From an optimization exercise on the open Yosys and OpenROAD flow, aimed at a short achievable clock period and few clock cycles; shortcuts taken in it are not production practice. The RTL was checked by simulation tests, not by an equivalence proof against the original design. Power and IR drop assume default switching activity.

exp/cedar:
==> flow/design.v (excerpt) <==
module mips_core
(
	input clk,
	input rst,
	output [11:0] imem_addr,
	input [31:0] imem_rdata,
	output [5:0] dmem_addr,
	output [31:0] dmem_wdata,
	output dmem_we,
	input [31:0] dmem_rdata,
	output halted
);
Size: about 120 I/O pins, ~88,000 µm² of cells after synthesis.
==> flow/config.mk <==
export PLATFORM = sky130hd
export DESIGN_NAME = mips_core
export DESIGN_NICKNAME = mips_core
export VERILOG_FILES = /design/flow/design.v
export SDC_FILE = /design/flow/constraint.sdc
export NUM_CORES = 4
export LEC_CHECK = 0
export ABC_CLOCK_PERIOD_IN_PS = 2500
export CAP_MARGIN = 20
export CORE_MARGIN = 2
export CORE_UTILIZATION = 30
export PLACE_DENSITY = 0.45
export SETUP_SLACK_MARGIN = 5
export SLEW_MARGIN = 20
export SYNTH_HIERARCHICAL = 1
export SYNTH_MINIMUM_KEEP_SIZE = 0
==> flow/constraint.sdc <==
create_clock -name core_clock -period 10.0 [get_ports {clk}]
set_input_delay 2.0000 -clock core_clock [delete_from_list [all_inputs] [get_ports {clk}]]
set_output_delay 2.0000 -clock core_clock [all_outputs]
set_load 0.01 [all_outputs]
standard.sh (not shown) runs the stock make flow with config.mk's settings and CLKGATE_MAP_FILE= SYNTH_SCRIPT=/design/flow/synth_recipe.tcl, a recipe that flattens the netlist after the stock synthesis.
==> flow/flow/run.sh <==
#!/bin/bash
set -euo pipefail
bash standard.sh SETUP_SLACK_MARGIN=7 MATCH_CELL_FOOTPRINT=0 \
  "BUFFER_PORTS_ARGS=-buffer_cell sky130_fd_sc_hd__buf_4" finish > standard_flow.log 2>&1
Testbench counts of exp/cedar, summed over its fixed seeds: cycles 424,173.
Inputs modified between exp/cedar and exp/garnet:
-- flow/design.v --
<<< exp/cedar, line 188
	           (e_fc_ls & (m_ls == e_alt)) | (e_fc_st & (m_stw == e_alt));
	wire [31:0] fast_res =
		({32{e_and}}   & (A & B)) |
		({32{e_or}}    & (A | B)) |
		({32{e_xor}}   & (A ^ B)) |
		({32{e_nor}}   & ~(A | B)) |
		({32{e_passb}} & B);
	wire e_redir = ((eq ? e_mis1 : e_mis0) | (e_jrv & ~(e_jpred & jeq))) & ~e_redir_q;
	wire [31:0] e_tgt = e_jr ? A : e_alt;
>>> exp/garnet, line 188
	           (e_fc_ls & (m_ls == e_alt)) | (e_fc_st & (m_stw == e_alt));
	wire [31:0] fast_res =
		({32{e_and}}   & (e_a & e_b)) |
		({32{e_or}}    & (e_a | e_b)) |
		({32{e_xor}}   & (e_a ^ e_b)) |
		({32{e_nor}}   & ~(e_a | e_b)) |
		({32{e_passb}} & e_b);
	wire e_redir = ((eq ? e_mis1 : e_mis0) | (e_jrv & ~(e_jpred & jeq))) & ~e_redir_q;
	wire [31:0] e_tgt = e_jr ? A : e_alt;
<<< exp/cedar, line 258
	wire d_go = d_valid & ~stall;		 
	wire        d_jx    = (f_jr & ~d_pred) | f_jalr;
	wire        d_redir = d_go & d_jx & (fm_s ? e_lgu : (fw_s & ~m_load));
	wire [31:0] d_jtgt  = fm_s ? fast_res : m_res;
	wire        d_bredir = d_go & is_br & d_pred & d_cross;
>>> exp/garnet, line 258
	wire d_go = d_valid & ~stall;		 
	wire        d_jx    = (f_jr & ~d_pred) | f_jalr;
	wire        d_redir = d_go & d_jx & (fm_s ? (e_lgu & e_fa_n & e_fb_n) : (fw_s & ~m_load));
	wire [31:0] d_jtgt  = fm_s ? fast_res : m_res;
	wire        d_bredir = d_go & is_br & d_pred & d_cross;
Findings:
- Final worst-path cycle share: exp/garnet and exp/cedar compared, higher one is exp/garnet
- Measured against each other, exp/garnet and exp/cedar differ in number of global-route vias before repair, the lower figure coming from exp/cedar.
- The share of the core filled with cells in the final layout of exp/garnet and that of exp/cedar are within noise of each other.
- exp/garnet vs exp/cedar — number of buffers outside the clock class in the layout rose about 7%.
- The estimated power of exp/garnet ends up higher than the estimate for exp/cedar.
Testbench counts of exp/garnet, summed over its fixed seeds: cycles 424,173.

* * *

Another version of the RTL of mips_core (not shown whole).
For scale: about 120 I/O pins.
export LEC_CHECK = 0
export ABC_CLOCK_PERIOD_IN_PS = 2500
export CAP_MARGIN = 20
export CORE_MARGIN = 2
export CORE_UTILIZATION = 30
export PLACE_DENSITY = 0.45
export SETUP_SLACK_MARGIN = 5
export SLEW_MARGIN = 20
export SYNTH_HIERARCHICAL = 1
export SYNTH_MINIMUM_KEEP_SIZE = 0
create_clock -name core_clock -period 10.0 [get_ports {clk}]
Scripts as last shown in full above: flow/flow/run.sh
Testbench counts at the start, summed over its fixed seeds: cycles 424,173.
Next try:
--- a/flow/design.v
+++ b/flow/design.v
@@ -265,25 +265,25 @@
 	assign      f_ok  = ~stall & ~d_bredir & ~d_redir;
 	wire [31:0] pc_rest, pc_next;
 	pc_sel8 u_psel (
 		.s0(stall), .v0(pc),
 		.s1(s_db),  .v1(br_tgt),
 		.s2(s_dj),  .v2(d_jtgt),
 		.s3(s_pj),  .v3({6'b0, imem_rdata[25:0]}),
 		.s4(s_pjr), .v4(link),
 		.s5(s_pbt), .v5({pc[31:12], 12'b0}),
 		.s6(s_pseq), .v6(pc1),
 		.s7(1'b0), .v7(32'b0),
 		.y(pc_rest));
-	pc_fin u_pfin (.r(rst), .s(e_redir), .a(e_tgt), .sb(s_pbt), .s12(p_s12), .b(pc_rest), .y(pc_next));
+	pc_fin u_pfin (.s(rst | e_redir), .a({32{~rst}} & e_tgt), .sb(s_pbt), .s12(p_s12), .b(pc_rest), .y(pc_next));
 	assign imem_addr = pc[11:0];
 	assign halted = halted_r;
 	always @(posedge clk)
 	begin
 		pc <= pc_next;
 	end
 	always @(posedge clk)
 	begin
 		if (rst)
 			d_valid_r <= 1'b0;
 		else if (stall)
 			d_valid_r <= 1'b1;
@@ -321,25 +321,34 @@
 			link <= d_pc1;
 	end
 	always @(posedge clk)
 	begin
 		if (rst)
 			stall_r <= 1'b0;
 		else
 			stall_r <= p_stall;
 	end
 	wire d_issue = ~rst & d_go;
 	always @(posedge clk)
 	begin
-		if (~stall_r)
+		if (rst)
+		begin
+			e_fa_ad_h <= 1'b0;
+			e_fa_sb_h <= 1'b0;
+			e_fa_ls_h <= 1'b0;
+			e_fb_ad_h <= 1'b0;
+			e_fb_sb_h <= 1'b0;
+			e_fb_ls_h <= 1'b0;
+		end
+		else
 		begin
 			e_fa_ad_h <= fm_s & e_add;
 			e_fa_sb_h <= fm_s & e_sub;
 			e_fa_ls_h <= fm_s & (e_lgu | e_shu);
 			e_fb_ad_h <= fm_t & use_rtb & e_add;
 			e_fb_sb_h <= fm_t & use_rtb & e_sub;
 			e_fb_ls_h <= fm_t & use_rtb & (e_lgu | e_shu);
 		end
 	end
 	always @(posedge clk)
 	begin
 		if (d_go)
@@ -474,33 +483,32 @@
 	input s3, input [31:0] v3,
 	input s4, input [31:0] v4,
 	input s5, input [31:0] v5,
 	input s6, input [31:0] v6,
 	input s7, input [31:0] v7,
 	output [31:0] y
 );
 	assign y = ({32{s0}} & v0) | ({32{s1}} & v1) | ({32{s2}} & v2) | ({32{s3}} & v3) |
 	           ({32{s4}} & v4) | ({32{s5}} & v5) | ({32{s6}} & v6) | ({32{s7}} & v7);
 endmodule
 module pc_fin
 (
-	input r,
 	input s,
 	input [31:0] a,
 	input sb,
 	input [11:0] s12,
 	input [31:0] b,
 	output [31:0] y
 );
-	assign y = {32{~r}} & (s ? a : (b | {20'b0, {12{sb}} & s12}));
+	assign y = s ? a : (b | {20'b0, {12{sb}} & s12});
 endmodule
 module sel4
 (
 	input s0, input [31:0] v0,
 	input s1, input [31:0] v1,
 	input s2, input [31:0] v2,
 	input s3, input [31:0] v3,
 	output [31:0] y
 );
 	assign y = ({32{s0}} & v0) | ({32{s1}} & v1) | ({32{s2}} & v2) | ({32{s3}} & v3);
 endmodule
 module fdec
Result: Worst setup slack loses 0.080 ns. Via count falls by 1.5%. Maximum frequency falls by 2.3%. Utilization falls by 0.44 points. Hold slack loses 0.063 ns. Sequential cell count does not change.
Testbench counts after the change, summed over its fixed seeds: cycles 424,173.

## separate check: timing with driven ports
The results above use ideal ports. As a check the final layouts listed here were re-extracted and re-timed, cells and wires unchanged.
Step 1: set_driving_cell puts a clkbuf_16 on clk and a buf_2 on each other input, an assumption about the parent block.
Step 2 times the ports against the registers' clock, not the clock port: input delays grow and output delays shrink by t, the midpoint of the rising clock arrivals with the driver on.
Slacks: ideal / step 1 / step 2; pairs: ideal / step 1.
run | shift t [ns] | setup WS [ns] | hold WS [ns] | worst register clock-pin slew, ns | worst slew at a driven data input, ns
exp/cedar | 0.984 | 6.606 / 6.504 / 5.814 | 0.327 / 0.327 / 0.327 | 0.07 / 0.07 | 0.22
exp/garnet | 0.968 | 6.511 / 6.463 / 5.652 | 0.327 / 0.327 / 0.327 | 0.07 / 0.07 | 0.15
the first run of note 2 | 1.000 | 6.559 / 6.494 / 5.837 | 0.388 / 0.388 / 0.388 | 0.07 / 0.07 | 0.24
the second run of note 2 | 0.965 | 6.479 / 6.479 / 5.750 | 0.325 / 0.325 / 0.325 | 0.07 / 0.07 | 0.08
After both steps setup and hold are still met in every run listed. The setup slack of exp/garnet, which loses most, moves by -0.048 ns with the drivers and by -0.859 ns with both steps.
